This is an optimization exercise on Yosys and OpenROAD, whose aim is small area, a short achievable clock period and few clock cycles, not a production implementation.
Where RTL was checked, it was by simulation tests only, not by an equivalence proof against the original.
No functional check of the RTL was part of runs 1 and 5.
Power is estimated from default activity; no workload was simulated.

==> flow/design.v <==
module ALU_AddSub(
	output [31:0] sum,
	input  [31:0] a_reg,	 
	input  [31:0] b_reg,
	input  [31:0] wb,	 
	input         fa_next,	 
	input         fb_next,
	input         sub,
	input         clk
);
	wire [31:0] na, nbx, p, g;
	wire [31:0] bx_reg = b_reg ^ {32{sub}};
	wire [31:0] bx_wb = wb ^ {32{sub}};
	genvar i, l;
	generate
		for (i = 0; i < 32; i = i + 8) begin : fwd
			Fwd_Mux8 ma(.y(na[i+7:i]), .a0(a_reg[i+7:i]), .a1(wb[i+7:i]), .s_next(fa_next), .clk(clk));
			Fwd_Mux8 mb(.y(nbx[i+7:i]), .a0(bx_reg[i+7:i]), .a1(bx_wb[i+7:i]), .s_next(fb_next), .clk(clk));
		end
	endgenerate
	generate
		for (i = 0; i < 32; i = i + 1) begin : pg
			g_xor2 gpp(.a(na[i]), .b(nbx[i]), .y(p[i]));	 
			g_nor2 ggg(.a(na[i]), .b(nbx[i]), .y(g[i]));	 
		end
	endgenerate
	wire [31:0] G [0:5];
	wire [31:0] P [0:5];
	wire g0c;
	g_aoi21 gc0(.a(p[0]), .b(sub), .c(g[0]), .y(g0c));	 
	g_inv   gc1(.a(g0c), .y(G[0][0]));
	assign G[0][31:1] = g[31:1];
	assign P[0] = p;
	generate
		for (l = 1; l <= 5; l = l + 1) begin : lv
			for (i = 0; i < 32; i = i + 1) begin : nd
				if (i < (1 << (l - 1))) begin : done
					g_inv gi(.a(G[l-1][i]), .y(G[l][i]));
					assign P[l][i] = 1'b0;
				end
				else if (l % 2 == 1) begin : inv
					g_aoi21 gg(.a(P[l-1][i]), .b(G[l-1][i-(1<<(l-1))]), .c(G[l-1][i]), .y(G[l][i]));
					if (i >= (1 << l)) begin : pp
						g_nand2 gp(.a(P[l-1][i]), .b(P[l-1][i-(1<<(l-1))]), .y(P[l][i]));
					end
					else begin : np
						assign P[l][i] = 1'b0;
					end
				end
				else begin : pos
					g_oai21 gg(.a(P[l-1][i]), .b(G[l-1][i-(1<<(l-1))]), .c(G[l-1][i]), .y(G[l][i]));
					if (i >= (1 << l)) begin : pp
						g_nor2 gp(.a(P[l-1][i]), .b(P[l-1][i-(1<<(l-1))]), .y(P[l][i]));
					end
					else begin : np
						assign P[l][i] = 1'b0;
					end
				end
			end
		end
	endgenerate
	g_xor2 gs0(.a(p[0]), .b(sub), .y(sum[0]));
	generate
		for (i = 1; i < 32; i = i + 1) begin : s
			g_xnor2 gs(.a(p[i]), .b(G[5][i-1]), .y(sum[i]));
		end
	endgenerate
endmodule
module ALU_Shr(
	output [31:0] y,
	input  [31:0] na,
	input  [4:0]  sh
);
	wire [31:0] x [0:5];
	assign x[0] = na;
	wire [4:0] nsh = ~sh;
	genvar i, l;
	generate
		for (l = 0; l < 5; l = l + 1) begin : lv
			for (i = 0; i < 32; i = i + 1) begin : b
				if (i + (1 << l) < 32) begin : m
					g_mux2i gm(.a0(x[l][i]), .a1(x[l][i + (1 << l)]), .s(sh[l]), .y(x[l+1][i]));
				end
				else if (l % 2 == 0) begin : f1
					g_nor2 gf(.a(x[l][i]), .b(sh[l]), .y(x[l+1][i]));
				end
				else begin : f0
					g_nand2 gf(.a(x[l][i]), .b(nsh[l]), .y(x[l+1][i]));
				end
			end
		end
	endgenerate
	assign y = x[5];
endmodule
module ALU_ResBit(
	output y,
	input  as, input sum,
	input  orr, input orv,
	input  srl, input shf,
	input  l0, input q0,
	input  l1, input q1,
	input  l2, input q2,
	input  l3, input q3
);
	wire n0, n1, n2, n3;
	g_aoi22 g0(.a(as), .b(sum), .c(orr), .d(orv), .y(n0));
	g_aoi22 g1(.a(srl), .b(shf), .c(l0), .d(q0), .y(n1));
	g_aoi22 g2(.a(l1), .b(q1), .c(l2), .d(q2), .y(n2));
	g_nand2 g3(.a(l3), .b(q3), .y(n3));
	g_nand4 g4(.a(n0), .b(n1), .c(n2), .d(n3), .y(y));
endmodule
module DM(
	output [7:0]  q0,
	output [7:0]  q1,
	output [7:0]  q2,
	output [7:0]  q3,
	output [3:0]  oh,
	input  [31:0] nwrite_data,	 
	input         base_fwd_next,	 
	input  [6:0]  base_reg,	 
	input  [6:0]  base_wb,	 
	input  [1:0]  nbase_lo,	 
	input  [6:0]  off0,
	input  [6:0]  off1,
	input  [6:0]  off2,
	input  [6:0]  off3,
	input         mem_write,
	input         clk
);
	wire [1:0] o = ~nbase_lo + off3[1:0];
	assign oh = 4'b0001 << o;
	wire [31:0] wd = ~nwrite_data;
	reg [7:0] d0, d1, d2, d3;
	always @(*) begin
		case (o)
			2'd0: {d0, d1, d2, d3} = wd;
			2'd1: {d1, d2, d3, d0} = wd;
			2'd2: {d2, d3, d0, d1} = wd;
			default: {d3, d0, d1, d2} = wd;
		endcase
	end
	DM_Bank b0(.q(q0), .fwd_next(base_fwd_next), .base_reg(base_reg), .base_wb(base_wb), .off(off0), .d(d0), .we(mem_write), .clk(clk));
	DM_Bank b1(.q(q1), .fwd_next(base_fwd_next), .base_reg(base_reg), .base_wb(base_wb), .off(off1), .d(d1), .we(mem_write), .clk(clk));
	DM_Bank b2(.q(q2), .fwd_next(base_fwd_next), .base_reg(base_reg), .base_wb(base_wb), .off(off2), .d(d2), .we(mem_write), .clk(clk));
	DM_Bank b3(.q(q3), .fwd_next(base_fwd_next), .base_reg(base_reg), .base_wb(base_wb), .off(off3), .d(d3), .we(mem_write), .clk(clk));
endmodule
module DM_Bank(
	output [7:0] q,
	input        fwd_next,
	input  [6:0] base_reg,
	input  [6:0] base_wb,
	input  [6:0] off,	 
	input  [7:0] d,
	input        we,
	input        clk
);
	reg fwd;
	always @(posedge clk) fwd <= fwd_next;
	wire [6:0] nbase;
	genvar m;
	generate
		for (m = 0; m < 7; m = m + 1) begin : bm
			g_mux2i g(.a0(base_reg[m]), .a1(base_wb[m]), .s(fwd), .y(nbase[m]));
		end
	endgenerate
	wire [31:0] sel;
	DM_RowSel rowsel(.sel(sel), .nbase(nbase), .off(off));
	reg [7:0] M [0:31];
	integer i;
	always @(posedge clk) begin
		for (i = 0; i < 32; i = i + 1)
			if (we && sel[i]) M[i] <= d;
	end
	genvar j, k;
	generate
		for (j = 0; j < 8; j = j + 1) begin : bits
			wire [31:0] col;
			for (k = 0; k < 32; k = k + 1) begin : rows
				assign col[k] = M[k][j];
			end
			g_ao32 rd(.sel(sel), .d(col), .y(q[j]));
		end
	endgenerate
endmodule
module DM_RowSel(
	output [31:0] sel,
	input  [6:0]  nbase,
	input  [6:0]  off
);
	wire [4:0] nu = nbase[6:2];
	wire [4:0] v  = off[6:2];
	wire [4:0] nv = ~off[6:2];
	wire c = (~nbase[1] & off[1]) | ((~nbase[1] | off[1]) & ~nbase[0] & off[0]);
	wire [4:0] p, t0a, t1a, t0b, t1b;
	genvar j, k;
	generate
		for (j = 0; j < 5; j = j + 1) begin : bits
			g_xnor2 gp(.a(nu[j]), .b(v[j]), .y(p[j]));
			if (j == 0) begin : b0
				g_xor2  g1(.a(p[0]), .b(c), .y(t1a[0]));
				g_xnor2 g0(.a(p[0]), .b(c), .y(t0a[0]));
				assign t1b[0] = t1a[0];
				assign t0b[0] = t0a[0];
			end
			else begin : bn
				wire ca, cb;
				g_nand2 gca(.a(nu[j-1]), .b(nv[j-1]), .y(ca));
				g_nor2  gcb(.a(nu[j-1]), .b(nv[j-1]), .y(cb));
				g_xor2  g1a(.a(p[j]), .b(ca), .y(t1a[j]));
				g_xnor2 g0a(.a(p[j]), .b(ca), .y(t0a[j]));
				g_xor2  g1b(.a(p[j]), .b(cb), .y(t1b[j]));
				g_xnor2 g0b(.a(p[j]), .b(cb), .y(t0b[j]));
			end
		end
		for (k = 0; k < 32; k = k + 1) begin : rows
			wire [4:0] t;
			for (j = 0; j < 5; j = j + 1) begin : tb
				if (j == 0 || ((k >> (j - 1)) & 1) == 0)
					assign t[j] = ((k >> j) & 1) ? t1a[j] : t0a[j];
				else
					assign t[j] = ((k >> j) & 1) ? t1b[j] : t0b[j];
			end
			wire n012, n34;
			g_nand3 ga(.a(t[0]), .b(t[1]), .c(t[2]), .y(n012));
			g_nand2 gb(.a(t[3]), .b(t[4]), .y(n34));
			g_nor2  gc(.a(n012), .b(n34), .y(sel[k]));
		end
	endgenerate
endmodule
module g_aoi22(input a, input b, input c, input d, output y);
	assign y = ~((a & b) | (c & d));
endmodule
module g_aoi21(input a, input b, input c, output y);
	assign y = ~((a & b) | c);
endmodule
module g_oai21(input a, input b, input c, output y);
	assign y = ~((a | b) & c);
endmodule
module g_nand2(input a, input b, output y);
	assign y = ~(a & b);
endmodule
module g_nand3(input a, input b, input c, output y);
	assign y = ~(a & b & c);
endmodule
module g_nand4(input a, input b, input c, input d, output y);
	assign y = ~(a & b & c & d);
endmodule
module g_nor2(input a, input b, output y);
	assign y = ~(a | b);
endmodule
module g_xor2(input a, input b, output y);
	assign y = a ^ b;
endmodule
module g_xnor2(input a, input b, output y);
	assign y = ~(a ^ b);
endmodule
module g_inv(input a, output y);
	assign y = ~a;
endmodule
module g_mux2i(input a0, input a1, input s, output y);
	assign y = ~(s ? a1 : a0);
endmodule
module g_ao32(input [31:0] sel, input [31:0] d, output y);
	wire [15:0] n1;
	wire [3:0]  n2;
	wire [1:0]  n3;
	genvar i;
	generate
		for (i = 0; i < 16; i = i + 1) begin : l1
			g_aoi22 g(.a(sel[2*i]), .b(d[2*i]), .c(sel[2*i+1]), .d(d[2*i+1]), .y(n1[i]));
		end
		for (i = 0; i < 4; i = i + 1) begin : l2
			g_nand4 g(.a(n1[4*i]), .b(n1[4*i+1]), .c(n1[4*i+2]), .d(n1[4*i+3]), .y(n2[i]));
		end
		for (i = 0; i < 2; i = i + 1) begin : l3
			g_nor2 g(.a(n2[2*i]), .b(n2[2*i+1]), .y(n3[i]));
		end
	endgenerate
	g_nand2 l4(.a(n3[0]), .b(n3[1]), .y(y));
endmodule
module g_ao31(input [31:1] sel, input [31:1] d, input en, input nz, output y);
	wire [15:0] n1;
	wire [3:0]  n2;
	wire [1:0]  n3;
	genvar i;
	generate
		for (i = 0; i < 15; i = i + 1) begin : l1
			g_aoi22 g(.a(sel[2*i+1]), .b(d[2*i+1]), .c(sel[2*i+2]), .d(d[2*i+2]), .y(n1[i]));
		end
		for (i = 0; i < 4; i = i + 1) begin : l2
			g_nand4 g(.a(n1[4*i]), .b(n1[4*i+1]), .c(n1[4*i+2]), .d(n1[4*i+3]), .y(n2[i]));
		end
		for (i = 0; i < 2; i = i + 1) begin : l3
			g_aoi22 g(.a(n2[2*i]), .b(en), .c(n2[2*i+1]), .d(en), .y(n3[i]));
		end
	endgenerate
	g_nand2 l1x(.a(sel[31]), .b(d[31]), .y(n1[15]));
	g_nand3 l4(.a(n3[0]), .b(n3[1]), .c(nz), .y(y));
endmodule
module RF(
	output [31:0] src_data,
	output [31:0] tar_data,	 
	input  [4:0]  src_addr,
	input  [4:0]  tar_addr,
	input         tar_use,
	input  [31:0] tar_alt,
	input  [4:0]  dst_addr,
	input  [31:0] dst_data,
	input         reg_write,	 
	input         clk
);
	reg [31:0] R [1:31];
	integer i;
	always @(posedge clk) begin
		for (i = 1; i < 32; i = i + 1)
			if (reg_write && dst_addr == i) R[i] <= dst_data;
	end
	wire [31:1] ssel, tsel;
	RF_Dec dec_s(.a(src_addr), .sel(ssel));
	RF_Dec dec_t(.a(tar_addr), .sel(tsel));
	wire byp_s = reg_write && (dst_addr == src_addr);
	wire byp_t = reg_write && (dst_addr == tar_addr);
	wire en_s = !byp_s;
	wire en_t = tar_use && !byp_t;
	wire [31:0] nz_s = ~({32{byp_s}} & dst_data);
	wire [31:0] nz_t = ~(({32{tar_use && byp_t}} & dst_data) | ({32{!tar_use}} & tar_alt));
	genvar j, k;
	generate
		for (j = 0; j < 32; j = j + 1) begin : bits
			wire [31:1] col;
			for (k = 1; k < 32; k = k + 1) begin : regs
				assign col[k] = R[k][j];
			end
			g_ao31 rs(.sel(ssel), .d(col), .en(en_s), .nz(nz_s[j]), .y(src_data[j]));
			g_ao31 rt(.sel(tsel), .d(col), .en(en_t), .nz(nz_t[j]), .y(tar_data[j]));
		end
	endgenerate
endmodule
module RF_Dec(input [4:0] a, output [31:1] sel);
	genvar k;
	generate
		for (k = 1; k < 32; k = k + 1) begin : d
			assign sel[k] = (a == k);
		end
	endgenerate
endmodule
module FinalCPU(
	output	wire	[31:0]	imem_addr,
	output	wire			wb_valid,
	output	wire	[4:0]	wb_addr,
	output	wire	[31:0]	wb_data,
	input	wire	[31:0]	imem_data,
	input	wire			rst,
	input	wire			clk
);
	reg [29:0] pc;
	always @(posedge clk) begin
		if (rst) pc <= 30'd0;
		else     pc <= pc + 30'd1;
	end
	assign imem_addr = {pc, 2'b00};
	wire [31:0] ir = imem_data;
	wire        d_valid = !rst;
	wire [5:0] op    = ir[31:26];
	wire [4:0] rs    = ir[25:21];
	wire [4:0] rt    = ir[20:16];
	wire [4:0] rd    = ir[15:11];
	wire [4:0] shamt = ir[10:6];
	wire [5:0] fn    = ir[5:0];
	wire [15:0] imm  = ir[15:0];
	wire is_r    = (op == 6'h00);
	wire is_addi = (op == 6'h0C);
	wire is_subi = (op == 6'h0D);
	wire is_sw   = (op == 6'h10);
	wire is_lw   = (op == 6'h11);
	wire f_add = is_r && (fn == 6'h0B);
	wire f_sub = is_r && (fn == 6'h0D);
	wire f_or  = is_r && (fn == 6'h25);
	wire f_srl = is_r && (fn == 6'h02);
	wire [4:0] d_dst = is_r ? rd : rt;
	wire d_wen = d_valid && (is_r || is_addi || is_subi || is_lw) && (d_dst != 5'd0);
	wire d_use_rt = is_r || is_sw;
	reg [31:0] e_a, e_b;
	reg [4:0]  e_shamt;
	reg [6:0]  e_off0, e_off1, e_off2, e_off3;
	reg        e_addsub, e_sub, e_or, e_srl, e_ld;
	reg        e_wen, e_sw;
	reg [4:0]  e_dst;
	wire        w_wen;
	wire [4:0]  w_dst;
	wire [31:0] w_data;
	wire [31:0] rs_val, rt_val;	 
	RF Register_File(
		.src_data(rs_val),
		.tar_data(rt_val),
		.src_addr(rs),
		.tar_addr(rt),
		.tar_use(d_use_rt),
		.tar_alt({{16{imm[15]}}, imm}),
		.dst_addr(w_dst),
		.dst_data(w_data),
		.reg_write(w_wen),
		.clk(clk)
	);
	always @(posedge clk) begin
		e_a     <= rs_val;
		e_b     <= rt_val;
		e_shamt <= shamt;
		e_off0  <= imm[6:0] + 7'd3;
		e_off1  <= imm[6:0] + 7'd2;
		e_off2  <= imm[6:0] + 7'd1;
		e_off3  <= imm[6:0];
		e_addsub <= f_add || f_sub || is_addi || is_subi;
		e_sub   <= f_sub || is_subi;
		e_or    <= f_or;
		e_srl   <= f_srl;
		e_ld    <= is_lw;
		e_dst   <= d_dst;
		if (rst) begin
			e_wen <= 1'b0;
			e_sw  <= 1'b0;
		end
		else begin
			e_wen <= d_wen;
			e_sw  <= d_valid && is_sw;
		end
	end
	wire [31:0] w_fwd;
	wire [31:0] result;
	wire [31:0] na, nb;
	wire d_fa = e_wen && (e_dst == rs);
	wire d_fb = d_use_rt && e_wen && (e_dst == rt);
	genvar i;
	generate
		for (i = 0; i < 32; i = i + 8) begin : fwd
			Fwd_Mux8 ma(.y(na[i+7:i]), .a0(e_a[i+7:i]), .a1(w_fwd[i+7:i]), .s_next(d_fa), .clk(clk));
			Fwd_Mux8 mb(.y(nb[i+7:i]), .a0(e_b[i+7:i]), .a1(w_fwd[i+7:i]), .s_next(d_fb), .clk(clk));
		end
	endgenerate
	wire [31:0] sum, srl, orv;
	ALU_AddSub adder(
		.sum(sum),
		.a_reg(e_a),
		.b_reg(e_b),
		.wb(w_fwd),
		.fa_next(d_fa),
		.fb_next(d_fb),
		.sub(e_sub),
		.clk(clk)
	);
	ALU_Shr shifter(.y(srl), .na(na), .sh(e_shamt));
	generate
		for (i = 0; i < 32; i = i + 1) begin : orb
			g_nand2 go(.a(na[i]), .b(nb[i]), .y(orv[i]));	 
		end
	endgenerate
	wire [7:0] q [0:3];
	wire [3:0] oh;
	DM Data_Memory(
		.base_fwd_next(d_fa),
		.base_reg(e_a[6:0]),
		.base_wb(w_fwd[6:0]),
		.nbase_lo(na[1:0]),
		.q0(q[0]),
		.q1(q[1]),
		.q2(q[2]),
		.q3(q[3]),
		.oh(oh),
		.nwrite_data(nb),
		.off0(e_off0),
		.off1(e_off1),
		.off2(e_off2),
		.off3(e_off3),
		.mem_write(e_sw),
		.clk(clk)
	);
	wire [3:0] l = {4{e_ld}} & oh;
	generate
		for (i = 0; i < 32; i = i + 1) begin : res
			localparam integer K = 3 - i / 8;
			ALU_ResBit rb(
				.y(result[i]),
				.as(e_addsub), .sum(sum[i]),
				.orr(e_or), .orv(orv[i]),
				.srl(e_srl), .shf(srl[i]),
				.l0(l[0]), .q0(q[(0 + K) % 4][i % 8]),
				.l1(l[1]), .q1(q[(1 + K) % 4][i % 8]),
				.l2(l[2]), .q2(q[(2 + K) % 4][i % 8]),
				.l3(l[3]), .q3(q[(3 + K) % 4][i % 8])
			);
		end
	endgenerate
	Fwd_Reg Forward_Register(.q(w_fwd), .d(result), .clk(clk));
	Out_Reg Output_Register(
		.wb_valid(w_wen),
		.wb_addr(w_dst),
		.wb_data(w_data),
		.valid_in(!rst && e_wen),
		.addr_in(e_dst),
		.data_in(result),
		.clk(clk)
	);
	assign wb_valid = w_wen;
	assign wb_addr  = w_dst;
	assign wb_data  = w_data;
endmodule
module Out_Reg(
	output reg        wb_valid,
	output reg [4:0]  wb_addr,
	output reg [31:0] wb_data,
	input             valid_in,
	input      [4:0]  addr_in,
	input      [31:0] data_in,
	input             clk
);
	always @(posedge clk) begin
		wb_valid <= valid_in;
		wb_addr  <= addr_in;
		wb_data  <= data_in;
	end
endmodule
module Fwd_Reg(
	output reg [31:0] q,
	input      [31:0] d,
	input             clk
);
	always @(posedge clk) q <= d;
endmodule
module Fwd_Mux8(
	output [7:0] y,
	input  [7:0] a0,
	input  [7:0] a1,
	input        s_next,
	input        clk
);
	reg s;
	always @(posedge clk) s <= s_next;
	genvar i;
	generate
		for (i = 0; i < 8; i = i + 1) begin : m
			g_mux2i g(.a0(a0[i]), .a1(a1[i]), .s(s), .y(y[i]));
		end
	endgenerate
endmodule
==> flow/flow/run.sh <==
#!/bin/bash
# Layout flow: the standard flow, with one extra step before floorplanning
# (flow/downsize.tcl, run by ORFS's PRE_FLOORPLAN_TCL hook) that returns each
# combinational cell to its smallest size; timing repair then upsizes where
# needed. Each step's full output goes to a log file here.
set -euo pipefail
W=$(pwd)
bash standard.sh synth > synth.log 2>&1
bash standard.sh floorplan PRE_FLOORPLAN_TCL="$W/flow/downsize.tcl" > floorplan.log 2>&1
bash standard.sh finish > layout.log 2>&1
test -f out/final.def
==> flow/flow/downsize.tcl <==
# Swap each combinational cell (not buffers, inverters or flip-flops) for the
# smallest-area cell of the same function and footprint family. Synthesis maps
# the small gate modules of this design one at a time and sizes each for an
# assumed load; the timing repair that follows upsizes where timing needs it.
set swapped 0
set saved 0.0
foreach inst [get_cells *] {
  set lc [get_lib_cells -of_objects $inst]
  set name [get_name $lc]
  if {![regexp {^sky130_fd_sc_hd__([a-z0-9]+)_([0-9]+)$} $name -> base drive]} { continue }
  if {[regexp {^(df|edf|sdf|dl|sdl|buf|inv|clk|conb|tap|fill|decap|dly|probe|lpflow|ebuf|einv|bufinv|bufbuf|macro|diode)} $base]} { continue }
  set best $lc
  set best_area [get_property $lc area]
  foreach cand [get_lib_cells sky130_fd_sc_hd__${base}_*] {
    if {![regexp "^sky130_fd_sc_hd__${base}_\[0-9\]+\$" [get_name $cand]]} { continue }
    if {[get_property $cand dont_use]} { continue }
    set a [get_property $cand area]
    if {$a < $best_area} { set best $cand; set best_area $a }
  }
  if {$best ne $lc} {
    set saved [expr {$saved + [get_property $lc area] - $best_area}]
    replace_cell $inst $best
    incr swapped
  }
}
puts "downsize: swapped $swapped cells, saved [format %.1f $saved] um2"
==> flow/standard.sh <==
#!/bin/bash
# synth_recipe.tcl (not shown) runs the flow's synth.tcl, then flattens the netlist and writes it again
# the make line also repeats each setting of config.mk as NAME=value (left out here)
make -C /OpenROAD-flow-scripts/flow DESIGN_CONFIG=/design/flow/config.mk WORK_HOME=/design/flow/orfs CLKGATE_MAP_FILE= SYNTH_SCRIPT=/design/flow/synth_recipe.tcl "${@:-finish}"
==> flow/config.mk <==
export PLATFORM = sky130hd
export DESIGN_NAME = FinalCPU
export DESIGN_NICKNAME = FinalCPU
export VERILOG_FILES = /design/flow/design.v
export SDC_FILE = /design/flow/constraint.sdc
export NUM_CORES = 8
export LEC_CHECK = 0
export CAP_MARGIN = 20
export CORE_MARGIN = 2
export CORE_UTILIZATION = 55
export CTS_CLUSTER_DIAMETER = 80
export CTS_CLUSTER_SIZE = 24
export SETUP_SLACK_MARGIN = 5
export SLEW_MARGIN = 20
export SYNTH_HIERARCHICAL = 1
export SYNTH_MINIMUM_KEEP_SIZE = 0
export TNS_END_PERCENT = 0
==> flow/constraint.sdc <==
create_clock -name core_clock -period 8.0 [get_ports {clk}]
set_input_delay 1.6000 -clock core_clock [delete_from_list [all_inputs] [get_ports {clk}]]
set_output_delay 1.6000 -clock core_clock [all_outputs]
set_load 0.01 [all_outputs]
==> impl_metrics.py, run 1 <==
metrics = {
    "sta": {
        "finalSetupTns_ns": 0,
        "hold_viol": 0,
        "fin_skew_ns": 0.05643,
        "finalMaxSlewViolations": 0,
        "max_freq_ghz": 0.2877,
        "rsz0062_at_grt": "yes",
        "relSlewSlack_pct": 28.05,
        "whs_ns": 0.3962,
        "finalSetupViolCount": 0,
        "fin_crit_sh_pct": 43.45,
        "worstMarginPinSlew_ns": 1.049,
        "min_period_ns": 3.476,
    },
    "power": {
        "power.switching_uw": 7951,
        "pwr-share-clk_pct": 27.6,
        "powerDensity_nw_per_um2": 237.5,
        "leakage_uw": 0.03396,
        "irDropWorstVdd_v": 0.0002104,
        "p_int_uw": 17960,
        "pwr-share-seq_pct": 51.8,
        "power_uw": 25910,
        "p_sw_share_pct": 30.68,
        "combPwrFrac_pct": 20.6,
    },
    "critical_path": {
        "cp_slowest_cell": "dlygate4sd2_1",
        "worst_ep_arrival_time_ns": 4.15,
        "cp-endpoint": "e_a[25]",
        "start_kind": "input port",
        "worstPathRequired_ns": 8.67,
        "worstSetupPathDepth": 9,
        "cp_num_buf_inv": 3,
        "cpPeakStageDelay_ns": 0.47,
        "ff2ff_setup_slack_ns": 4.60,
        "critPathTopFamily": "buffers and inverters",
        "path_cells": "dlygate4sd2_1 -> nand3b_1 -> buf_4 -> nor2_4 -> buf_4 -> a22oi_1 -> nand4_1 -> a22oi_2 -> nand3_1",
        "ff2ff_path_depth": 14,
        "critPathKind": "in2reg",
        "cp-end-kind": "flip-flop",
        "reg2reg_to": "Output_Register.wb_data[10]",
        "reg2reg_from": "Data_Memory.b3.fwd",
        "crit_top_cell": "buf_4",
        "crit_start": "imem_data[23]",
        "crit_fanout": 32,
    },
    "die": {
        "rows": 151,
        "die_h_um": 418.0,
        "die_area_um2": 174700,
        "die_x_um": 418.0,
        "ios": 104,
        "core_area_um2": 169800,
        "initial_core_util_pct": 55.50,
    },
    "drt": {
        "vias_per_cell": 7.143,
        "routedWlPerCell_um": 35.87,
        "dr.pass1.iters": 6,
        "drt_iter0_drc": 10386,
        "drtAntennaViolNets": 0,
        "wirelength_um": 337300,
        "vias": 67179,
        "route.detailed.drc": 0,
    },
    "placed_design": {
        "port_buffers": 101,
        "gp_routability_congestion": 0.9834,
        "dp_hpwl_um": 203300,
        "placed_area_um2": 99580,
    },
    "cells_and_area": {
        "final_nets": 7123,
        "layout-drive-gt1-share_pct": 16.67,
        "fill_cells": 12324,
        "design_area_um2": 109100,
    },
    "global_route": {
        "grt-ovfl-total": 0,
        "met3_usage_pct": 10.96,
        "grt_pass1_vias": 64580,
        "grt.total_usage_pct": 38.05,
        "grt-busiest-layer": "met2",
        "grt_max_degree": 101,
        "grt_pass1_wl_um": 473500,
        "antenna_found_initial": 27,
        "grt_util_met1_pct": 52.15,
        "grtUsageMet2_pct": 56.03,
    },
    "flow_run": {
        "maxCapViolCount": 0,
    },
    "clock_tree": {
        "cts-root-buf": "clkbuf_16",
        "clk_pin_slew_ns": 0.09,
        "clk_path_buf_depth": 3,
        "htreeDepth": 3,
        "cts_sinks": 2242,
        "clk_latency_ns": 0.84,
        "cts_inserted_buffers": 118,
        "cts_tree": "built",
    },
    "worst_hold_path": {
        "hp-class": "reg2reg",
    },
    "logic_synthesis": {
        "synth_cells": 6631,
        "ys_warn_count": 17,
    },
    "run_status": {
        "status": "no timing/DRC/antenna violations",
    },
}
## cells in the final DEF (no fill, tap or decap), drive strengths merged, types with 40 or more instances in the layout
cell,count
edfxtp,2016
a22oi,1696
nand4,421
nor2,416
nand2,391
mux2i,317
buf,275
nand3,240
dfxtp,226
clkbuf,164
xor2,158
and2,133
xnor2,106
a21oi,92
inv,92
o21ai,61
dlygate4sd2,47
nor2b,45
mux2,40
## routing by layer
| metal | wire (um) | up-vias |
|---|---|---|
| met5 | 374 | - |
| li1 | - | 28141 |
| met2 | 147000 | 4552 |
| met1 | 127700 | 33545 |
| met4 | 19430 | 30 |
| met3 | 42790 | 911 |
## sequential cells by signal, summed over array words and instances, names as in the netlist, 5 cells and up
name and count:
Data_Memory.b0.M 256, Data_Memory.b1.M 256, Data_Memory.b2.M 256, Data_Memory.b3.M 256
Forward_Register.q 32, Output_Register.wb_addr 5, Output_Register.wb_data 32, Register_File.R 992
e_a 32, e_b 32, e_dst 5, e_off0 6
e_off1 6, e_off2 7, e_off3 6, e_shamt 5
pc 30
## through the flow
stage	util (%)	std cells	setup slack, ns
after CTS	64.15	9393	4.771
final	64.23	9405	4.524
after global routing	64.22	9401	4.539
after global placement	58.58	9029	2.957
after detailed placement	58.63	9032	3.226
after floorplan	-	6632	3.571
## cell type report
class,count,area [um^2],area share (%)
flip-flops and latches,2242,65280,59.84
multi-input cells,4253,32150,29.47
repair buffers,400,4662,4.273
clock buffers,164,3266,2.993
well taps,2218,2775,2.544
clock inverters,54,696.9,0.6388
inverters,66,247.7,0.2271
diodes,8,20.02,0.01835
## power groups by stage
stage | combinational [uW] | sequential, uW | clock, uW
after global routing | 5580 | 13400 | 7540
after detailed placement | 4280 | 13700 | 0
after global placement | 4220 | 13700 | 0
final | 5350 | 13400 | 7150
after floorplan | 2310 | 13600 | 0
after CTS | 5200 | 13400 | 7170
## repair_timing
item	4_1_cts	5_1_grt
gates cloned	36	0
pin swaps	121	13
hold buffers	0	0
buffers inserted	107	4
resized for setup	985	15
endpoints found under the setup margin	2255	2256
## worst min path at each step
stage / startpoint / endpoint / slack [ns] / cells after the start
2_1_floorplan: e_dst[1] / Output_Register.wb_addr[1] / 0.37 / 0
3_5_place_dp: e_dst[1] / Output_Register.wb_addr[1] / 0.38 / 0
3_3_place_gp: e_dst[3] / Output_Register.wb_addr[3] / 0.38 / 0
4_1_cts: e_dst[1] / Output_Register.wb_addr[1] / 0.39 / 0
6_report: e_dst[3] / Output_Register.wb_addr[3] / 0.40 / 0
5_1_grt: e_dst[3] / Output_Register.wb_addr[3] / 0.40 / 0
==> inputs of run 2 (changes only) <==
--- a/flow/design.v
+++ b/flow/design.v
@@ -231,4 +231,7 @@
 	assign y = ~((a & b) | (c & d));
 endmodule
+module g_aoi222(input a, input b, input c, input d, input e, input f, output y);
+	assign y = ~((a & b) | (c & d) | (e & f));
+endmodule
 module g_aoi21(input a, input b, input c, output y);
 	assign y = ~((a & b) | c);
@@ -280,20 +283,20 @@
 endmodule
 module g_ao31(input [31:1] sel, input [31:1] d, input en, input nz, output y);
-	wire [15:0] n1;
-	wire [3:0]  n2;
+	wire [10:0] n1;
+	wire [2:0]  n2;
 	wire [1:0]  n3;
 	genvar i;
 	generate
-		for (i = 0; i < 15; i = i + 1) begin : l1
-			g_aoi22 g(.a(sel[2*i+1]), .b(d[2*i+1]), .c(sel[2*i+2]), .d(d[2*i+2]), .y(n1[i]));
-		end
-		for (i = 0; i < 4; i = i + 1) begin : l2
-			g_nand4 g(.a(n1[4*i]), .b(n1[4*i+1]), .c(n1[4*i+2]), .d(n1[4*i+3]), .y(n2[i]));
-		end
-		for (i = 0; i < 2; i = i + 1) begin : l3
-			g_aoi22 g(.a(n2[2*i]), .b(en), .c(n2[2*i+1]), .d(en), .y(n3[i]));
+		for (i = 0; i < 10; i = i + 1) begin : l1
+			g_aoi222 g(.a(sel[3*i+1]), .b(d[3*i+1]), .c(sel[3*i+2]), .d(d[3*i+2]),
+				.e(sel[3*i+3]), .f(d[3*i+3]), .y(n1[i]));
 		end
 	endgenerate
-	g_nand2 l1x(.a(sel[31]), .b(d[31]), .y(n1[15]));
+	g_nand2 l1x(.a(sel[31]), .b(d[31]), .y(n1[10]));
+	g_nand4 l2a(.a(n1[0]), .b(n1[1]), .c(n1[2]), .d(n1[3]), .y(n2[0]));
+	g_nand4 l2b(.a(n1[4]), .b(n1[5]), .c(n1[6]), .d(n1[7]), .y(n2[1]));
+	g_nand3 l2c(.a(n1[8]), .b(n1[9]), .c(n1[10]), .y(n2[2]));
+	g_aoi22 l3a(.a(n2[0]), .b(en), .c(n2[1]), .d(en), .y(n3[0]));
+	g_nand2 l3b(.a(n2[2]), .b(en), .y(n3[1]));
 	g_nand3 l4(.a(n3[0]), .b(n3[1]), .c(nz), .y(y));
 endmodule
@@ -360,6 +363,10 @@
 	end
 	assign imem_addr = {pc, 2'b00};
-	wire [31:0] ir = imem_data;
-	wire        d_valid = !rst;
+	reg [31:0] ir;
+	reg        d_valid;
+	always @(posedge clk) begin
+		ir      <= imem_data;
+		d_valid <= !rst;
+	end
 	wire [5:0] op    = ir[31:26];
 	wire [4:0] rs    = ir[25:21];
--- a/flow/config.mk
+++ b/flow/config.mk
@@ -15,3 +15,3 @@
 export SYNTH_HIERARCHICAL = 1
 export SYNTH_MINIMUM_KEEP_SIZE = 0
-export TNS_END_PERCENT = 0
+export TNS_END_PERCENT = 4
==> impl_metrics.py, run 2 <==
metrics = {
    "power": {
        "p_int_uw": 18490,
        "power.switching_uw": 9020,
        "combPwrFrac_pct": 24.4,
        "leakage_uw": 0.03570,
        "pwr-share-clk_pct": 25.9,
        "pwr-share-seq_pct": 49.6,
        "irDropWorstVdd_v": 0.0002612,
        "p_sw_share_pct": 32.79,
        "powerDensity_nw_per_um2": 246.3,
    },
    "critical_path": {
        "cp-end-kind": "flip-flop",
        "worst_ep_arrival_time_ns": 4.04,
        "ff2ff_path_depth": 8,
        "critPathKind": "reg2reg",
        "start_kind": "flip-flop",
        "reg2reg_from": "ir[25]",
        "crit_start": "ir[25]",
        "crit_fanout": 32,
        "reg2reg_to": "e_a[4]",
        "worstPathRequired_ns": 8.62,
        "ff2ff_setup_slack_ns": 4.58,
    },
    "clock_tree": {
        "cts-root-buf": "clkbuf_16",
        "clk_latency_ns": 0.85,
        "clk_pin_slew_ns": 0.10,
        "cts_tree": "built",
        "htreeDepth": 3,
        "clk_path_buf_depth": 3,
        "cts_sinks": 2275,
        "cts_inserted_buffers": 120,
    },
    "die": {
        "rows": 151,
        "die_h_um": 416.2,
        "ios": 104,
        "core_area_um2": 169100,
        "initial_core_util_pct": 55.27,
        "die_x_um": 416.2,
        "die_area_um2": 173200,
    },
    "placed_design": {
        "port_buffers": 101,
        "dp_hpwl_um": 207600,
        "gp_routability_congestion": 1.047,
        "dp_slack_ns": 3.591,
    },
    "global_route": {
        "grt_max_degree": 86,
        "grt.total_usage_pct": 40.06,
        "grt_pass1_vias": 62828,
        "grt_pass1_wl_um": 486500,
        "grt-ovfl-total": 0,
        "antenna_found_initial": 43,
    },
    "drt": {
        "top_layer_used": "met5",
        "dr.pass1.iters": 13,
        "route.detailed.drc": 0,
        "vias_per_cell": 7.398,
        "drtAntennaViolNets": 0,
        "wirelength_um": 360700,
        "met1Wirelength_um": 130100,
        "vias": 67913,
        "drt_iter0_drc": 14296,
        "wl_met2_um": 152600,
        "routedWlPerCell_um": 39.29,
        "met3_length_um": 50980,
    },
    "sta": {
        "min_period_ns": 3.415,
        "fin_ws_ns": 4.585,
        "worstMarginPinSlew_ns": 1.045,
        "finalMaxSlewViolations": 0,
        "rsz0062_at_grt": "yes",
        "finalSetupTns_ns": 0,
        "relSlewSlack_pct": 30.35,
        "fin_skew_ns": 0.04722,
        "max_freq_ghz": 0.2928,
        "finalSetupViolCount": 0,
        "hold_viol": 0,
        "fin_crit_sh_pct": 42.69,
    },
    "logic_synthesis": {
        "ys_warn_count": 17,
        "synth_cells": 6284,
    },
    "worst_hold_path": {
        "hp-class": "reg2reg",
        "holdPathStages": 0,
        "hp-start": "e_dst[2]",
        "min_to": "Output_Register.wb_addr[2]",
    },
    "cells_and_area": {
        "regMostFlops": "Register_File.R",
        "layout-drive-gt1-share_pct": 23.90,
        "final_cell_mix": "edfxtp_1 (2016), a222oi_1 (640), a22oi_1 (470), nand2_1 (368), nand4_1 (300)",
        "final_nets": 6892,
        "final_common_cell": "edfxtp_1",
        "largest_register_ffs": 992,
    },
    "run_status": {
        "status": "no timing/DRC/antenna violations",
    },
    "flow_run": {
        "maxCapViolCount": 0,
    },
}
run 2: timing repair:
item / 4_1_cts / 5_1_grt
pin swaps: 76 / 244
setup endpoints to repair: 2244 / 2164
gates resized for setup: 1109 / 511
gates cloned: 38 / 14
hold buffers: 0 / 0
setup buffers: 110 / 97
run 2: layout make-up:
class / instances / area [um^2]
antenna: 21 / 52.55
clock buffer: 160 / 3224
clock inverter: 53 / 668.1
fill: 11800 / 57400
inverter: 65 / 244.0
multi-input combinational: 3885 / 33020
sequential: 2275 / 66000
tap: 2218 / 2775
timing repair buffer: 503 / 5714
run 2: worst max-delay path: stages, from the launching register on:
cell and delay (ns):
dfxtp_4 0.46, nand2b_4 0.28, buf_12 0.14, nor2_4 0.03, buf_6 0.21, a222oi_1 0.36, nand4_1 0.37, a22oi_2 0.97
nand3_2 0.28
run 2: how the worst max path moves through the flow:
stage                                         to  slack [ns]  depth (start not counted)
final                                     e_a[4]        4.58                          8
after global routing                      e_a[4]        4.59                          7
after floorplan           Data_Memory.b3.M[2][0]        4.66                          5
after global placement     Forward_Register.q[5]        3.63                         11
after CTS                            wb_data[22]        4.84                          1
after detailed placement  Forward_Register.q[31]        3.59                         11
run 2: per-stage QoR:
step           total power, uW  instance area, um^2  instances  utilization, %  hold WS [ns]
6_report                 27510               111700       9180           66.06        0.3837
5_1_grt                  28050               111700       9163           66.03        0.3947
4_1_cts                  26560               108200       9048           63.99        0.3862
3_5_place_dp             18630                98650       8687           58.34        0.3825
3_3_place_gp             18580                98620       8686           58.32        0.3820
2_1_floorplan            16310                93480       6285               -        0.3235
run 2: power by group through the flow:
stage / clock, uW / sequential, uW / combinational [uW]
CTS: 7110 / 13600 / 5810
finish: 7130 / 13700 / 6720
floorplan: 0 / 13800 / 2480
global placement: 0 / 13900 / 4670
global route: 7510 / 13600 / 6890
detailed placement: 0 / 13900 / 4720
run 2: layer usage:
metal  GRT usage, %  vias to the layer above
met2          57.25                     5332
met3          12.85                      966
met1          54.10                    33870
li1               -                    27715
met4          23.00                       30
met5              0                        -
Testbench counts of run 2, summed over its fixed seeds: cycles 4,616.
==> inputs of run 3 (changes only) <==
--- a/flow/config.mk
+++ b/flow/config.mk
@@ -15,3 +15,3 @@
 export SYNTH_HIERARCHICAL = 1
 export SYNTH_MINIMUM_KEEP_SIZE = 0
-export TNS_END_PERCENT = 4
+export TNS_END_PERCENT = 10
==> impl_metrics.py, run 3 <==
metrics = {
    "sta": {
        "hold_viol": 0,
        "finalSetupTns_ns": 0,
        "fin_crit_sh_pct": 41.31,
        "finalMaxSlewViolations": 0,
        "finalSetupViolCount": 0,
        "whs_ns": 0.3902,
        "max_freq_ghz": 0.3026,
        "worstMarginPinSlew_ns": 1.031,
        "fin_skew_ns": 0.04616,
        "min_period_ns": 3.305,
        "relSlewSlack_pct": 31.30,
        "rsz0062_at_grt": "yes",
        "fin_ws_ns": 4.695,
    },
    "die": {
        "die_h_um": 416.2,
        "die_x_um": 416.2,
        "die_area_um2": 173200,
        "initial_core_util_pct": 55.27,
        "ios": 104,
        "core_area_um2": 169100,
        "rows": 151,
    },
    "cells_and_area": {
        "final_nets": 6864,
        "regMostFlops": "Register_File.R",
        "layout-drive-gt1-share_pct": 21.23,
        "final_common_cell": "edfxtp_1",
        "fin_cells": 9165,
        "largest_register_ffs": 992,
        "final_cell_mix": "edfxtp_1 (2016), a222oi_1 (640), a22oi_1 (509), nand2_1 (405), nand4_1 (300)",
    },
    "critical_path": {
        "crit_fanout": 6,
        "reg2reg_to": "Output_Register.wb_data[1]",
        "cp-end-kind": "flip-flop",
        "critPathKind": "reg2reg",
        "worst_ep_arrival_time_ns": 3.97,
        "reg2reg_from": "Data_Memory.b1.fwd",
        "ff2ff_setup_slack_ns": 4.70,
        "worstPathRequired_ns": 8.66,
        "start_kind": "flip-flop",
        "ff2ff_path_depth": 17,
    },
    "drt": {
        "drtAntennaViolNets": 0,
        "dr.pass1.iters": 14,
        "wirelength_um": 357200,
        "vias_per_cell": 7.406,
        "drt_iter0_drc": 13413,
        "routedWlPerCell_um": 38.97,
        "route.detailed.drc": 0,
        "vias": 67872,
    },
    "flow_run": {
        "maxCapViolCount": 0,
    },
    "power": {
        "leakage_uw": 0.03543,
        "powerDensity_nw_per_um2": 249.8,
        "irDropWorstVdd_v": 0.0002049,
    },
    "worst_hold_path": {
        "min_to": "Output_Register.wb_addr[3]",
        "hp-class": "reg2reg",
        "hp-start": "e_dst[3]",
        "holdPathStages": 0,
    },
    "clock_tree": {
        "clk_latency_ns": 0.83,
        "clk_path_buf_depth": 3,
        "htreeDepth": 4,
        "cts_sinks": 2275,
        "cts-root-buf": "clkbuf_16",
        "cts_inserted_buffers": 131,
        "clk_pin_slew_ns": 0.10,
        "cts_tree": "built",
    },
    "global_route": {
        "grt_pass1_wl_um": 488800,
        "grt_pass1_vias": 62947,
        "antenna_found_initial": 35,
        "met3_usage_pct": 13.69,
        "grt_max_degree": 71,
        "grt.total_usage_pct": 40.25,
        "grt_util_met1_pct": 54.30,
        "grt-busiest-layer": "met2",
        "grt-ovfl-total": 0,
        "grtUsageMet2_pct": 57.02,
    },
    "placed_design": {
        "gp_routability_congestion": 1.001,
        "dp.cells": 8696,
        "port_buffers": 101,
        "dp_slack_ns": 3.448,
        "dp_hpwl_um": 205900,
    },
    "logic_synthesis": {
        "synth_cells": 6284,
        "ys_warn_count": 17,
    },
    "run_status": {
        "status": "no timing/DRC/antenna violations",
    },
}
run 3: cell count changes in the layout (fill, tap and decap cells not counted), sizes merged:
cell,before,now
buf,402,351
clkdlybuf4s15,3,20
clkinv,20,28
diode,21,27
clkbuf,167,170
inv,87,90
bufbuf,28,30
bufinv,6,8
clkinvlp,5,3
a21boi,2,1
dlygate4sd2,30,29
xor2,163,162
run 3: per-stage QoR:
stage | cell area (um^2) | total power (uW) | util (%)
after detailed placement | 98730 | 18580 | 58.39
after floorplan | 93490 | 16310 | -
final | 110600 | 27610 | 65.38
after CTS | 109200 | 27130 | 64.61
after global placement | 98680 | 18540 | 58.36
after global routing | 110500 | 28180 | 65.35
run 3: repair_timing:
item,CTS,global route
pin swaps,156,87
hold buffers,0,0
buffers inserted,124,42
setup endpoints to repair,2244,1869
gates cloned,42,2
resized for setup,1104,203
run 3: cell type report:
type	count	area, um^2
Tap cell	2218	2775
Antenna cell	27	67.56
Timing Repair Buffer	466	5348
Inverter	65	244.0
Fill cell	12140	58530
Multi-Input combinational cell	3883	31840
Clock inverter	64	788.3
Clock buffer	167	3530
Sequential cell	2275	65970
run 3: power breakdown:
part / switching, uW / internal (uW) / total (uW)
logic: 4580 / 1810 / 6390
clock network: 4070 / 3520 / 7590
registers: 180 / 13500 / 13600
run 3: layer usage:
layer  wire length, um  vias up
li1                  -    27665
met1            130300    33961
met2            150900     5344
met3             51850      880
met4             23940       22
met5               183        -
run 3: how the worst max path moves through the flow:
stage | startpoint | endpoint | slack, ns | cells past startpoint
4_1_cts | Output_Register.wb_data[30] | wb_data[30] | 4.79 | 2
5_1_grt | e_sub | Output_Register.wb_data[25] | 4.67 | 14
3_5_place_dp | Data_Memory.b3.fwd | Forward_Register.q[14] | 3.45 | 11
2_1_floorplan | Data_Memory.b0.fwd | Data_Memory.b0.M[2][0] | 4.89 | 7
3_3_place_gp | Data_Memory.b3.fwd | Forward_Register.q[14] | 3.55 | 11
6_report | Data_Memory.b1.fwd | Output_Register.wb_data[1] | 4.70 | 17
run 3: critical path: stages, from the launching register on:
cell and delay (ns):
dfxtp_4 0.38, buf_12 0.15, buf_12 0.12, mux2i_4 0.18, buf_12 0.16, xnor2_4 0.13, buf_12 0.16, xnor2_4 0.13
buf_12 0.17, nand2_4 0.07, nor2_4 0.07, buf_6 0.14, a22oi_2 0.14, nand4_1 0.31, nor2_1 0.23, nand2_2 0.20
a22oi_2 0.19, nand4_1 0.19
==> inputs of run 4 (changes only) <==
--- a/flow/config.mk
+++ b/flow/config.mk
@@ -15,3 +15,3 @@
 export SYNTH_HIERARCHICAL = 1
 export SYNTH_MINIMUM_KEEP_SIZE = 0
-export TNS_END_PERCENT = 10
+export TNS_END_PERCENT = 0
==> impl_metrics.py, run 4 <==
metrics = {
    "run_status": {
        "status": "no timing/DRC/antenna violations",
    },
    "die": {
        "ios": 104,
        "rows": 151,
        "core_area_um2": 169100,
        "die_area_um2": 173200,
        "initial_core_util_pct": 55.27,
        "die_h_um": 416.2,
        "die_x_um": 416.2,
    },
    "cells_and_area": {
        "final_common_cell": "edfxtp_1",
        "final_cell_mix": "edfxtp_1 (2016), a222oi_1 (640), a22oi_1 (545), nand2_1 (411), nand4_1 (300)",
        "layout-drive-gt1-share_pct": 20.09,
        "final_nets": 6829,
        "fill_cells": 12077,
        "regMostFlops": "Register_File.R",
        "largest_register_ffs": 992,
    },
    "drt": {
        "drt_iter0_drc": 12675,
        "routedWlPerCell_um": 38.04,
        "wirelength_um": 347200,
        "vias_per_cell": 7.321,
        "vias": 66824,
        "drtAntennaViolNets": 0,
        "route.detailed.drc": 0,
        "dr.pass1.iters": 14,
    },
    "clock_tree": {
        "htreeDepth": 3,
        "ctsHoldBuffers": 0,
        "cts_sinks": 2275,
        "cts_inserted_buffers": 119,
        "clk_path_buf_depth": 3,
        "cts_tree": "built",
        "clk_latency_ns": 0.84,
        "cts-root-buf": "clkbuf_16",
        "clk_pin_slew_ns": 0.10,
    },
    "power": {
        "powerDensity_nw_per_um2": 244.3,
        "irDropWorstVdd_v": 0.0002180,
        "leakage_uw": 0.03516,
    },
    "sta": {
        "hold_viol": 0,
        "fin_crit_sh_pct": 41.19,
        "max_freq_ghz": 0.3035,
        "worstMarginPinSlew_ns": 1.185,
        "rsz0062_at_grt": "yes",
        "relSlewSlack_pct": 21.01,
        "finalSetupTns_ns": 0,
        "fin_skew_ns": 0.04508,
        "finalMaxSlewViolations": 0,
        "min_period_ns": 3.295,
        "whs_ns": 0.3482,
        "finalSetupViolCount": 0,
    },
    "global_route": {
        "grt-ovfl-total": 0,
        "grt_max_degree": 80,
        "grt_pass1_vias": 61236,
        "antenna_found_initial": 37,
        "grt.total_usage_pct": 38.75,
        "grt_pass1_wl_um": 473000,
    },
    "worst_hold_path": {
        "hp-class": "reg2reg",
        "holdPathStages": 0,
        "hp-start": "ir[7]",
        "min_to": "e_shamt[1]",
    },
    "critical_path": {
        "cp-end-kind": "flip-flop",
        "ff2ff_path_depth": 8,
        "worstPathRequired_ns": 8.62,
        "ff2ff_setup_slack_ns": 4.71,
        "reg2reg_from": "ir[20]",
        "crit_fanout": 32,
        "critPathKind": "reg2reg",
        "reg2reg_to": "e_b[3]",
        "start_kind": "flip-flop",
        "worst_ep_arrival_time_ns": 3.92,
    },
    "logic_synthesis": {
        "ys_warn_count": 17,
        "synth_cells": 6284,
    },
    "placed_design": {
        "dp_hpwl_um": 204900,
        "gp_routability_congestion": 1.066,
        "port_buffers": 101,
    },
    "flow_run": {
        "maxCapViolCount": 0,
    },
}
==> run 4: cell types whose count changed in the layout (fill, tap and decap cells not counted), moves of 21 or more <==
cell	change
buf_4	-21
nor2_2	-37
nor2_4	+29
a22oi_1	+36
a22oi_2	-36
==> run 4: layer usage <==
layer	vias to the layer above	wire, um	GRT usage [%]	share of wire, %
met4	32	25660	21.31	7.4
met5	-	231	0	0.067
met2	4686	152500	58.01	44
met1	33625	125000	51.15	36
met3	902	43820	11.24	13
li1	27579	-	-	-
==> run 4: worst max-delay path by stage <==
stage,from,end,slack (ns),cells past startpoint
final,ir[20],e_b[3],4.71,8
after global routing,Forward_Register.q[5],Output_Register.wb_data[20],4.79,11
after CTS,Output_Register.wb_addr[2],wb_addr[2],4.72,1
after detailed placement,Forward_Register.q[2],Forward_Register.q[21],3.83,11
after global placement,ir[22],e_a[5],3.86,6
after floorplan,e_shamt[0],Data_Memory.b3.M[2][0],4.66,5
==> run 4: report_power, final <==
group	switching, uW	internal (uW)
clock network	3980	3160
registers	172	13500
logic	4320	1700
==> run 4: stage by stage <==
| step | power (uW) | instance area [um^2] | setup WS [ns] | utilization, % | cells |
|---|---|---|---|---|---|
| 6_report | 26780 | 109600 | 4.705 | 64.83 | 9128 |
| 5_1_grt | 27390 | 109600 | 4.794 | 64.81 | 9114 |
| 4_1_cts | 25880 | 106000 | 4.718 | 62.71 | 8995 |
| 3_5_place_dp | 18460 | 98610 | 3.825 | 58.32 | 8683 |
| 3_3_place_gp | 18420 | 98610 | 3.864 | 58.32 | 8683 |
| 2_1_floorplan | 16310 | 93480 | 4.662 | - | 6285 |
==> run 4: area by class of cell <==
type                    instances  area, um^2  share of cell area (%)
diodes                         26       65.06                 0.05935
clock buffers                 167        3323                   3.032
clock inverters                51       605.6                  0.5524
inverters                      65       244.0                  0.2226
multi-input cells            3877       31540                   28.77
flip-flops and latches       2275       65970                   60.18
well taps                    2218        2775                   2.532
repair buffers                449        5097                   4.650
==> run 4: worst max-delay path, cell delays in order, from the launching register on <==
cell and delay, ns:
dfxtp_2 0.46, nand2b_4 0.36, buf_4 0.18, nor2_4 0.03
buf_4 0.27, a222oi_1 0.42, nand4_1 0.34, a22oi_2 0.75
nand3_2 0.28
==> run 4: what timing repair did <==
action                                  in CTS  in global routing
gates cloned                                33                 10
resized for setup                          650                613
pin swaps                                   19                162
endpoints found under the setup margin    2244               2239
setup buffers                               61                 93
endpoints found under the hold margin        0                  0
==> inputs of run 5 (changes only) <==
--- a/flow/design.v
+++ b/flow/design.v
@@ -6,21 +6,16 @@
 	input         fa_next,	 
 	input         fb_next,
-	input         sub,
+	input         sub_next,	 
 	input         clk
 );
-	wire [31:0] na, nbx, p, g;
-	wire [31:0] bx_reg = b_reg ^ {32{sub}};
-	wire [31:0] bx_wb = wb ^ {32{sub}};
+	wire [31:0] p, g;
+	wire [3:0] subq;
+	wire sub = subq[0];
 	genvar i, l;
 	generate
-		for (i = 0; i < 32; i = i + 8) begin : fwd
-			Fwd_Mux8 ma(.y(na[i+7:i]), .a0(a_reg[i+7:i]), .a1(wb[i+7:i]), .s_next(fa_next), .clk(clk));
-			Fwd_Mux8 mb(.y(nbx[i+7:i]), .a0(bx_reg[i+7:i]), .a1(bx_wb[i+7:i]), .s_next(fb_next), .clk(clk));
-		end
-	endgenerate
-	generate
-		for (i = 0; i < 32; i = i + 1) begin : pg
-			g_xor2 gpp(.a(na[i]), .b(nbx[i]), .y(p[i]));	 
-			g_nor2 ggg(.a(na[i]), .b(nbx[i]), .y(g[i]));	 
+		for (i = 0; i < 32; i = i + 8) begin : in8
+			AddSub_In8 u(.p(p[i+7:i]), .g(g[i+7:i]), .sub(subq[i/8]),
+				.a_reg(a_reg[i+7:i]), .b_reg(b_reg[i+7:i]), .wb(wb[i+7:i]),
+				.fa_next(fa_next), .fb_next(fb_next), .sub_next(sub_next), .clk(clk));
 		end
 	endgenerate
@@ -110,4 +105,36 @@
 	g_nand4 g4(.a(n0), .b(n1), .c(n2), .d(n3), .y(y));
 endmodule
+module AddSub_In8(
+	output [7:0] p,
+	output [7:0] g,
+	output       sub,
+	input  [7:0] a_reg,
+	input  [7:0] b_reg,
+	input  [7:0] wb,
+	input        fa_next,
+	input        fb_next,
+	input        sub_next,
+	input        clk
+);
+	reg fa, fb, s;
+	always @(posedge clk) begin
+		fa <= fa_next;
+		fb <= fb_next;
+		s  <= sub_next;
+	end
+	assign sub = s;
+	wire [7:0] na, nbx;
+	wire [7:0] bx_reg = b_reg ^ {8{s}};
+	wire [7:0] bx_wb = wb ^ {8{s}};
+	genvar i;
+	generate
+		for (i = 0; i < 8; i = i + 1) begin : b
+			g_mux2i ma(.a0(a_reg[i]), .a1(wb[i]), .s(fa), .y(na[i]));
+			g_mux2i mb(.a0(bx_reg[i]), .a1(bx_wb[i]), .s(fb), .y(nbx[i]));
+			g_xor2 gp(.a(na[i]), .b(nbx[i]), .y(p[i]));
+			g_nor2 gg(.a(na[i]), .b(nbx[i]), .y(g[i]));
+		end
+	endgenerate
+endmodule
 module DM(
 	output [7:0]  q0,
@@ -391,5 +418,5 @@
 	reg [4:0]  e_shamt;
 	reg [6:0]  e_off0, e_off1, e_off2, e_off3;
-	reg        e_addsub, e_sub, e_or, e_srl, e_ld;
+	reg        e_addsub, e_or, e_srl, e_ld;
 	reg        e_wen, e_sw;
 	reg [4:0]  e_dst;
@@ -419,5 +446,4 @@
 		e_off3  <= imm[6:0];
 		e_addsub <= f_add || f_sub || is_addi || is_subi;
-		e_sub   <= f_sub || is_subi;
 		e_or    <= f_or;
 		e_srl   <= f_srl;
@@ -453,5 +479,5 @@
 		.fa_next(d_fa),
 		.fb_next(d_fb),
-		.sub(e_sub),
+		.sub_next(f_sub || is_subi),
 		.clk(clk)
 	);
==> impl_metrics.py, run 5 <==
metrics = {
    "run_status": {
        "status": "no timing/DRC/antenna violations",
    },
    "die": {
        "die_area_um2": 173400,
        "rows": 151,
        "die_x_um": 416.4,
        "die_h_um": 416.4,
        "ios": 104,
        "initial_core_util_pct": 55.32,
        "core_area_um2": 169100,
    },
    "cells_and_area": {
        "layout-drive-gt1-share_pct": 17.14,
        "fill_cells": 12386,
        "regArea_um2": 66050,
        "final_nets": 6767,
        "final_cell_mix": "edfxtp_1 (2016), a222oi_1 (640), a22oi_1 (606), nand2_1 (420), nand4_1 (300)",
        "fin_util_pct": 63.52,
        "final_common_cell": "edfxtp_1",
        "regMostFlops": "Register_File.R",
        "largest_register_ffs": 992,
        "area_delta_synth_final_pct": 14.82,
        "multi_input_area_um2": 30210,
    },
    "drt": {
        "drtAntennaViolNets": 0,
        "vias": 66593,
        "drt_iter0_drc": 11902,
        "vias_per_cell": 7.352,
        "routedWlPerCell_um": 38.13,
        "wirelength_um": 345400,
        "dr.pass1.iters": 14,
        "route.detailed.drc": 0,
    },
    "critical_path": {
        "critPathKind": "reg2reg",
        "ff2ff_setup_slack_ns": 4.62,
        "cpPeakStageDelay_ns": 0.62,
        "path_cells": "nand3_1 -> nor2_4 -> buf_4 -> a222oi_1 -> nand4_1 -> a22oi_2 -> nand3_2",
        "start_kind": "flip-flop",
        "worst_ep_arrival_time_ns": 3.98,
        "worstPathRequired_ns": 8.60,
        "ff2ff_path_depth": 7,
        "crit_start": "ir[18]",
        "reg2reg_from": "ir[18]",
        "cp_slowest_cell": "nand4_1",
        "cp-endpoint": "e_b[27]",
        "reg2reg_to": "e_b[27]",
        "crit_fanout": 32,
        "cp-end-kind": "flip-flop",
    },
    "sta": {
        "fin_crit_sh_pct": 42.25,
        "worstMarginPinSlew_ns": 1.413,
        "finalSetupViolCount": 0,
        "fin_ws_ns": 4.620,
        "max_freq_ghz": 0.2958,
        "min_period_ns": 3.380,
        "finalSetupTns_ns": 0,
        "hold_viol": 0,
        "rsz0062_at_grt": "yes",
        "relSlewSlack_pct": 5.693,
        "fin_skew_ns": 0.04967,
        "finalMaxSlewViolations": 0,
    },
    "clock_tree": {
        "clk_path_buf_depth": 3,
        "cts-root-buf": "clkbuf_16",
        "clk_pin_slew_ns": 0.10,
        "cts_inserted_buffers": 117,
        "clk_latency_ns": 0.84,
        "cts_tree": "built",
        "htreeDepth": 3,
        "cts_sinks": 2278,
    },
    "global_route": {
        "grt_pass1_vias": 62814,
        "grt_max_degree": 73,
        "antenna_found_initial": 27,
        "grt.total_usage_pct": 38.99,
        "grt_pass1_wl_um": 476300,
        "grt-ovfl-total": 0,
    },
    "power": {
        "leakage_uw": 0.03444,
        "irDropWorstVdd_v": 0.0002254,
        "powerDensity_nw_per_um2": 244.5,
    },
    "placed_design": {
        "dp_hpwl_um": 207300,
        "dp_slack_ns": 3.783,
        "gp_routability_congestion": 1.002,
        "port_buffers": 101,
    },
    "worst_hold_path": {
        "holdPathStages": 0,
        "hp-class": "reg2reg",
        "hp-start": "ir[9]",
    },
    "logic_synthesis": {
        "ys_warn_count": 18,
        "avgSynthCellArea_um2": 14.88,
        "synth_cells": 6288,
        "syn_area_um2": 93540,
    },
    "flow_run": {
        "maxCapViolCount": 0,
    },
}
==> run 5: changes by cell type in the layout (fill, tap and decap cells not counted), moves of 20 or more <==
cell     previous run  this run
nor2_2             81       139
nor2_4            203       127
nand3_2            27         7
a22oi_1           545       606
nand3_1           275       298
a22oi_2           127        66
==> run 5: metal layers <==
layer	wire [um]	global-route usage, %	vias to the layer above	share of wire (%)
li1	-	-	27440	-
met1	121600	49.28	33473	35
met2	155600	59.73	4657	45
met3	42180	10.89	990	12
met4	25730	24.40	33	7.5
met5	249	0	-	0.072
==> run 5: through the flow <==
stage	area, um^2	std cells	hold WS [ns]	total power [uW]
2_1_floorplan	93560	6289	0.3235	16330
3_3_place_gp	98670	8687	0.3905	18400
3_5_place_dp	98680	8687	0.3860	18450
4_1_cts	106200	9016	0.3961	25900
5_1_grt	107400	9042	0.4026	26890
6_report	107400	9058	0.4023	26260
==> run 5: layout make-up <==
class	instances	area share, %
well taps	2218	2.584
repair buffers	389	3.902
multi-input cells	3874	28.12
diodes	18	0.04194
clock buffers	176	3.131
inverters	65	0.2272
flip-flops and latches	2278	61.50
clock inverters	40	0.4939
==> run 5: critical path, delay by kind of cell, from the launching register on <==
family | cells | cell delay [ns]
DFF | 1 | 0.43
buffers and inverters | 1 | 0.31
and+or+nand+nor | 4 | 1.35
AOI/OAI and AO/OA | 2 | 0.99
==> run 5: power breakdown <==
part	internal [uW]	leakage (uW)	total [uW]	switching, uW
combinational	1520	0.0117	5490	3980
clock	3180	0.00190	7100	3920
sequential	13500	0.0209	13700	195
total	18200	0.0344	26300	8090
==> run 5: how the worst min path moves through the flow <==
stage / to
finish: e_shamt[3]
global route: Output_Register.wb_addr[4]
CTS: Output_Register.wb_addr[0]
detailed placement: Output_Register.wb_addr[2]
global placement: Output_Register.wb_addr[4]
floorplan: e_shamt[1]
==> run 5: repair_timing <==
action / CTS / global route
buffers inserted: 85 / 24
hold buffers: 0 / 0
resized for setup: 826 / 191
cloned: 28 / 0
pin swaps: 32 / 67
setup endpoints to repair: 2244 / 2233

==> separate check: timing with driven ports <==
Ports are ideal in the flow. The routed layouts listed here were re-timed in OpenROAD.
Step 1 sets driving cells, clkbuf_16 on the clock port and buf_2 on the other inputs (assumed; they add their load-dependent delay and slew).
Step 2 times the ports against the registers' clock, not the clock port: input delays grow and output delays shrink by t, the midpoint of the rising clock arrivals with the driver on.
a / b / c = ideal / step 1 / step 2; a / b = the first two.
run | t, ns | setup slack, ns | hold slack, ns
run 1 | 0.895 | 4.524 / 4.590 / 3.695 | 0.396 / 0.396 / 0.396
run 2 | 0.924 | 4.585 / 4.585 / 4.585 | 0.384 / 0.384 / 0.384
run 3 | 0.903 | 4.695 / 4.695 / 4.695 | 0.390 / 0.390 / 0.390
run 4 | 0.911 | 4.705 / 4.705 / 4.705 | 0.348 / 0.348 / 0.348
run 5 | 0.909 | 4.620 / 4.620 / 4.234 | 0.402 / 0.402 / 0.402
After both steps every run listed still meets setup and hold. The setup slack of run 1, which loses most, moves by +0.066 ns with the drivers and by -0.829 ns with both steps.
